This design comes from an exercise in tuning for small area, a short achievable clock period and few clock cycles on the open sky130 flow, not from production work.
Function was checked by simulation only, so behaviour that the tests miss may differ from the original.

==> flow/design.v <==
module fadder(
  input [WIDTH-1 : 0] a,
  input [WIDTH - 1 : 0] b,
  input sub_enable,
  input carry_in,
  output [WIDTH - 1 : 0] res,
  output carry_out);
  parameter WIDTH = 8;
  wire [WIDTH - 1 : 0] carry;
  wire [WIDTH - 1 : 0] b_in;
  assign carry_out = carry[WIDTH-1];
  assign b_in = sub_enable ? ~(b) : b;
  genvar i;
  generate
    for (i = 0; i < WIDTH; i = i + 1) begin
      if (i == 0) begin
        assign res[i] = (a[i] ^ b_in[i]) ^ carry_in;
        assign carry[i] = ((a[i] ^ b_in[i]) & carry_in) | (a[i] & b_in[i]);
      end else begin
        assign res[i] = (a[i] ^ b_in[i]) ^ carry[i-1];
        assign carry[i] = ((a[i] ^ b_in[i]) & carry[i-1]) | (a[i] & b_in[i]);
      end
    end
  endgenerate
endmodule
module shl8(
  input [7 : 0] a,
  input [2 : 0] shift,
  output [7 : 0] res,
  output carry);
  assign {carry, res} = (shift == 3'b000) ? {1'b0, a} :
                        (shift == 3'b001) ? {a[7 : 0], {1'b0}}:
                        (shift == 3'b010) ? {a[6 : 0], {2'b0}}:
                        (shift == 3'b011) ? {a[5 : 0], {3'b0}}:
                        (shift == 3'b100) ? {a[4 : 0], {4'b0}}:
                        (shift == 3'b101) ? {a[3 : 0], {5'b0}}:
                        (shift == 3'b110) ? {a[2 : 0], {6'b0}}:
                        {a[1 : 0], {7'b0}};
endmodule
module mul4x4(
  input [3 : 0] a,
  input [3 : 0] b,
  output [7 : 0] res);
  wire [2 : 0] shift_carry, sum_carry;
  wire [7 : 0] a0, a1, a2, a3, sum0, sum1;
  assign a0 = {4'b0, b[0] ? a : {3'b0}};
  shl8 shifta1(
    .a({4'b0, b[1] ? a : {3'b0}}),
    .shift(3'b001),
    .res(a1),
    .carry(shift_carry[0]));
  shl8 shifta2(
    .a({4'b0, b[2] ? a : {3'b0}}),
    .shift(3'b010),
    .res(a2),
    .carry(shift_carry[1]));
  shl8 shifta3(
    .a({4'b0, b[3] ? a : {3'b0}}),
    .shift(3'b011),
    .res(a3),
    .carry(shift_carry[2]));
  fadder #(.WIDTH(8)) adder1(
    .a(a0),
    .b(a1),
    .sub_enable(1'b0),
    .carry_in(1'b0),
    .res(sum0),
    .carry_out(sum_carry[0]));
  fadder #(.WIDTH(8)) adder2(
    .a(sum0),
    .b(a2),
    .sub_enable(1'b0),
    .carry_in(1'b0),
    .res(sum1),
    .carry_out(sum_carry[1]));
  fadder #(.WIDTH(8)) adder3(
    .a(sum1),
    .b(a3),
    .sub_enable(1'b0),
    .carry_in(1'b0),
    .res(res),
    .carry_out(sum_carry[2]));
endmodule
module alu(
  input [WIDTH-1 : 0] a,
  input [WIDTH-1 : 0] b,
  input mul_enable,
  input sub_enable,
  input shift_enable,
  input [2 : 0] shift_pos,
  output [WIDTH-1 : 0] result,
  output carry_out);
  parameter WIDTH = 8;
  wire [WIDTH-1 : 0] adder_res;
  wire adder_carry;
  wire [7 : 0] shift_res;
  wire shift_carry;
  wire [7: 0] mul_res;
  assign result = (mul_enable) ? mul_res :
                  (shift_enable) ? shift_res :
                  (adder_res);
  assign carry_out = (shift_enable) ? shift_carry :
                     adder_carry;
  fadder #(.WIDTH(WIDTH)) ripple_adder(
    .a(a),
    .b(b),
    .sub_enable(sub_enable),
    .carry_in(sub_enable),
    .res(adder_res),
    .carry_out(adder_carry));
  shl8 left_shift(
    .a(a),
    .shift(shift_pos),
    .res(shift_res),
    .carry(shift_carry));
  mul4x4 multiply(a[3:0], a[7:4], mul_res);
endmodule
module pcounter(
  input rst,
  input clk,
  input enable,
  input jump,
  input out_enable,
  input [ADDRESS_WIDTH-1 : 0] bus_in,
  output [ADDRESS_WIDTH-1 : 0] bus_out);
  parameter ADDRESS_WIDTH = 4;
  reg [ADDRESS_WIDTH-1 : 0] counter;
  assign bus_out = (out_enable) ? counter : 0;
  always @(posedge clk) begin
    if (rst) begin
      counter <= 0;
    end else begin
      if (enable) begin
        counter <= counter + 1;
      end else if (jump) begin
        counter <= bus_in;
      end
    end
  end
endmodule
module ram(
  input clk,
  input enable,
  input write_enable,
  input [WIDTH-1 : 0] addr,
  input [WIDTH-1 : 0] data_in,
  output [WIDTH-1 : 0] data_out);
  parameter ADDRESS_WIDTH = 4;
  parameter WIDTH = 8;
  parameter MEMORY_SIZE = 1 << ADDRESS_WIDTH;
  reg [WIDTH-1 : 0] mem [0 : MEMORY_SIZE-1];
  assign data_out = (enable) ? mem[addr] : {WIDTH{1'b0}};
  always @(posedge clk) begin
    if (write_enable) begin
      mem[addr] <= data_in;
    end
  end
endmodule
module cpu(
  input clk,
  input rst,                 
  input prog_we,             
  input [3 : 0] prog_addr,   
  input [7 : 0] prog_data,   
  input out_ready,           
  output out_valid,          
  output [7 : 0] out_data,   
  output halted);            
  localparam NOP = 4'h0, LDA = 4'h1, ADD = 4'h2, SUB = 4'h3, STA = 4'h4,
             OUT = 4'h5, JMP = 4'h6, LDI = 4'h7, JC = 4'h8, SHLA = 4'h9,
             MULA = 4'ha;
  reg [7 : 0] mem [0 : 15];
  reg [7 : 0] ir;
  reg [15 : 0] xs;
  reg [15 : 0] ps;
  reg [7 : 0] reg_a;
  reg [7 : 0] reg_b;
  reg carry;
  wire [3 : 0] op = ir[7 : 4];
  wire [3 : 0] x = ir[3 : 0];
  wire is_sta = (op == STA);
  wire is_out = (op == OUT);
  wire is_jmp = (op == JMP);
  wire is_jc = (op == JC);
  wire is_hlt = (op > MULA);
  assign halted = is_hlt;
  assign out_valid = is_out;
  assign out_data = reg_a;
  reg [7 : 0] rd_x;
  reg [7 : 0] rd_p;
  integer i;
  always @(*) begin
    rd_x = 8'd0;
    rd_p = 8'd0;
    for (i = 0; i < 16; i = i + 1) begin
      rd_x = rd_x | ({8{xs[i]}} & mem[i]);
      rd_p = rd_p | ({8{ps[i]}} & mem[i]);
    end
  end
  wire cpu_we = is_sta & ~rst;
  wire [15 : 0] pa = 16'd1 << prog_addr;
  wire [7 : 0] wd = prog_we ? prog_data : reg_a;
  always @(posedge clk) begin
    for (i = 0; i < 16; i = i + 1)
      if (prog_we ? pa[i] : (cpu_we & xs[i]))
        mem[i] <= wd;
  end
  wire [8 : 0] sum = {1'b0, reg_a} + {1'b0, rd_x};
  wire [7 : 0] diff = reg_a - rd_x;
  wire [8 : 0] shl = {1'b0, reg_a} << x[2 : 0];
  wire [7 : 0] prod = reg_a[3 : 0] * reg_a[7 : 4];
  wire [8 : 0] ab = {1'b0, reg_a} + {1'b0, reg_b};
  wire taken = is_jmp | (is_jc & carry);
  wire stall = is_hlt | (is_out & ~out_ready);
  wire fwd = is_sta & (|(xs & ps));
  wire [7 : 0] ir0 = (prog_we && prog_addr == 4'd0) ? prog_data : mem[0];
  wire [15 : 0] xs_rot = {xs[14 : 0], xs[15]};
  wire [15 : 0] ps_rot = {ps[14 : 0], ps[15]};
  wire [7 : 0] ir_n = rst ? ir0 : fwd ? reg_a : taken ? rd_x : rd_p;
  wire [7 : 0] ir_d = (rst || !stall) ? ir_n : ir;
  always @(posedge clk) begin
    ir <= ir_d;
    xs <= 16'd1 << ir_d[3 : 0];
    if (rst)
      ps <= 16'd2;
    else if (!stall)
      ps <= taken ? xs_rot : ps_rot;
  end
  always @(posedge clk) begin
    if (rst) begin
      reg_a <= 8'd0;
      reg_b <= 8'd0;
      carry <= 1'b0;
    end else begin
      case (op)
        LDA: reg_a <= rd_x;
        ADD: begin
          reg_a <= sum[7 : 0];
          reg_b <= rd_x;
          carry <= sum[8];
        end
        SUB: begin
          reg_a <= diff;
          reg_b <= rd_x;
        end
        LDI: reg_a <= {4'd0, x};
        SHLA: begin
          reg_a <= shl[7 : 0];
          carry <= shl[8];
        end
        MULA: begin
          reg_a <= prod;
          carry <= ab[8];
        end
        default: ;
      endcase
    end
  end
endmodule
clock: 5.0 ns
lec_check: 0
cap_margin: 20
core_margin: 2
core_utilization: 40
cts_buf_list: sky130_fd_sc_hd__clkbuf_4 sky130_fd_sc_hd__clkbuf_8
setup_slack_margin: 2.0
slew_margin: 20
standard.sh (not shown) runs the stock make flow with config.mk's settings and CLKGATE_MAP_FILE= SYNTH_SCRIPT=/design/flow/synth_recipe.tcl, a recipe that flattens the netlist after the stock synthesis.
==> flow/flow/run.sh <==
#!/bin/bash
# Layout flow: the standard flow (standard.sh), with two changes:
#  - ORFS's adder extraction is off (ADDER_MAP_FILE empty), so Yosys and ABC
#    map the adders as plain logic instead of chains of fa/ha cells.  The
#    synthesis script, and so the registers and their names, are the
#    standard ones.
#  - the port buffers that placement inserts on every input and output are
#    buf_4 cells instead of the default clkdlybuf4s50_1 delay cells.
# make's full output goes to flow_make.log in the work folder; each ORFS
# step keeps its own log under orfs/logs.
set -euo pipefail
bash standard.sh ADDER_MAP_FILE= \
  "BUFFER_PORTS_ARGS=-buffer_cell sky130_fd_sc_hd__buf_4" \
  finish > flow_make.log 2>&1
Testbench counts at the start, summed over its fixed seeds: cycles 7,409.
==> next run, changes <==
--- a/flow/design.v
+++ b/flow/design.v
@@ -175,17 +175,21 @@
   reg [15 : 0] ps;
   reg [7 : 0] reg_a;
   reg [7 : 0] reg_b;
   reg carry;
+  reg rs;
+  reg w0;
+  reg valid_q;
+  reg halted_q;
   wire [3 : 0] op = ir[7 : 4];
   wire [3 : 0] x = ir[3 : 0];
   wire is_sta = (op == STA);
   wire is_out = (op == OUT);
   wire is_jmp = (op == JMP);
   wire is_jc = (op == JC);
   wire is_hlt = (op > MULA);
-  assign halted = is_hlt;
-  assign out_valid = is_out;
+  assign halted = halted_q;
+  assign out_valid = valid_q;
   assign out_data = reg_a;
   reg [7 : 0] rd_x;
   reg [7 : 0] rd_p;
   integer i;
@@ -196,32 +200,36 @@
       rd_x = rd_x | ({8{xs[i]}} & mem[i]);
       rd_p = rd_p | ({8{ps[i]}} & mem[i]);
     end
   end
-  wire cpu_we = is_sta & ~rst;
+  wire cpu_we = is_sta & ~rs;
   wire [15 : 0] pa = 16'd1 << prog_addr;
   wire [7 : 0] wd = prog_we ? prog_data : reg_a;
   always @(posedge clk) begin
     for (i = 0; i < 16; i = i + 1)
-      if (prog_we ? pa[i] : (cpu_we & xs[i]))
+      if ((prog_we & pa[i]) | (cpu_we & xs[i]))
         mem[i] <= wd;
   end
   wire [8 : 0] sum = {1'b0, reg_a} + {1'b0, rd_x};
   wire [7 : 0] diff = reg_a - rd_x;
   wire [8 : 0] shl = {1'b0, reg_a} << x[2 : 0];
   wire [7 : 0] prod = reg_a[3 : 0] * reg_a[7 : 4];
   wire [8 : 0] ab = {1'b0, reg_a} + {1'b0, reg_b};
   wire taken = is_jmp | (is_jc & carry);
-  wire stall = is_hlt | (is_out & ~out_ready);
+  wire stall = halted_q | (valid_q & ~out_ready) | (rs & is_sta) | w0;
   wire fwd = is_sta & (|(xs & ps));
-  wire [7 : 0] ir0 = (prog_we && prog_addr == 4'd0) ? prog_data : mem[0];
   wire [15 : 0] xs_rot = {xs[14 : 0], xs[15]};
   wire [15 : 0] ps_rot = {ps[14 : 0], ps[15]};
-  wire [7 : 0] ir_n = rst ? ir0 : fwd ? reg_a : taken ? rd_x : rd_p;
-  wire [7 : 0] ir_d = (rst || !stall) ? ir_n : ir;
-  always @(posedge clk) begin
+  wire [7 : 0] ir_n = fwd ? reg_a : taken ? rd_x : rd_p;
+  wire [7 : 0] ir_d = (rst || w0) ? mem[0] : stall ? ir : ir_n;
+  always @(posedge clk) begin
+    rs <= rst;
+    w0 <= rst & prog_we & (prog_addr == 4'd0);
+    valid_q <= (ir_d[7 : 4] == OUT) & ~(rst & prog_we & (prog_addr == 4'd0));
+    halted_q <= (ir_d[7 : 4] > MULA) & ~(rst & prog_we & (prog_addr == 4'd0));
     ir <= ir_d;
-    xs <= 16'd1 << ir_d[3 : 0];
+    xs <= (rst || w0) ? (16'd1 << mem[0][3 : 0]) :
+          stall ? (16'd1 << ir[3 : 0]) : (16'd1 << ir_n[3 : 0]);
     if (rst)
       ps <= 16'd2;
     else if (!stall)
       ps <= taken ? xs_rot : ps_rot;
@@ -230,9 +238,9 @@
     if (rst) begin
       reg_a <= 8'd0;
       reg_b <= 8'd0;
       carry <= 1'b0;
-    end else begin
+    end else if (!w0) begin
       case (op)
         LDA: reg_a <= rd_x;
         ADD: begin
           reg_a <= sum[7 : 0];
Effect:
- global-route usage is higher by 1.8 points
- via count is higher by 2.4%
- area after synthesis is lower by 1.1%
- clock skew barely changes
- register-to-register slack gets worse by 0.25 ns
- cell count is higher by 0.69%
- setup slack gets worse by 0.25 ns
- count of clock-buffer cells in the layout does not change
- utilization is lower by 0.11 points
- worst hold slack gets better by 0.0099 ns
Testbench counts after the change, summed over its fixed seeds: cycles 7,420.

==> static timing again, ports no longer ideal <==
Ports are ideal in the flow. The routed layouts listed here were re-timed in OpenROAD.
Step 1, drivers: a clkbuf_16 drives clk and a buf_2 each remaining input, both assumed.
Step 2 moves the port delays by t, midway between the first and last clock arrival at a register: inputs arrive t later, outputs are due t later. That takes back most of the time a late clock gives input paths.
Three values: ideal, step 1, step 2; two values: the first two.
| run | shift t [ns] | setup slack, ns | worst slew at a driven data input, ns |
|---|---|---|---|
| the first run | 0.507 | 2.064 / 2.064 / 1.714 | 0.08 |
| the second run | 0.510 | 1.817 / 1.817 / 1.817 | 0.04 |
After both steps setup and hold are still met in every run listed. The setup slack of the first run, which loses most, moves by 0.000 ns with the drivers and by -0.350 ns with both steps.
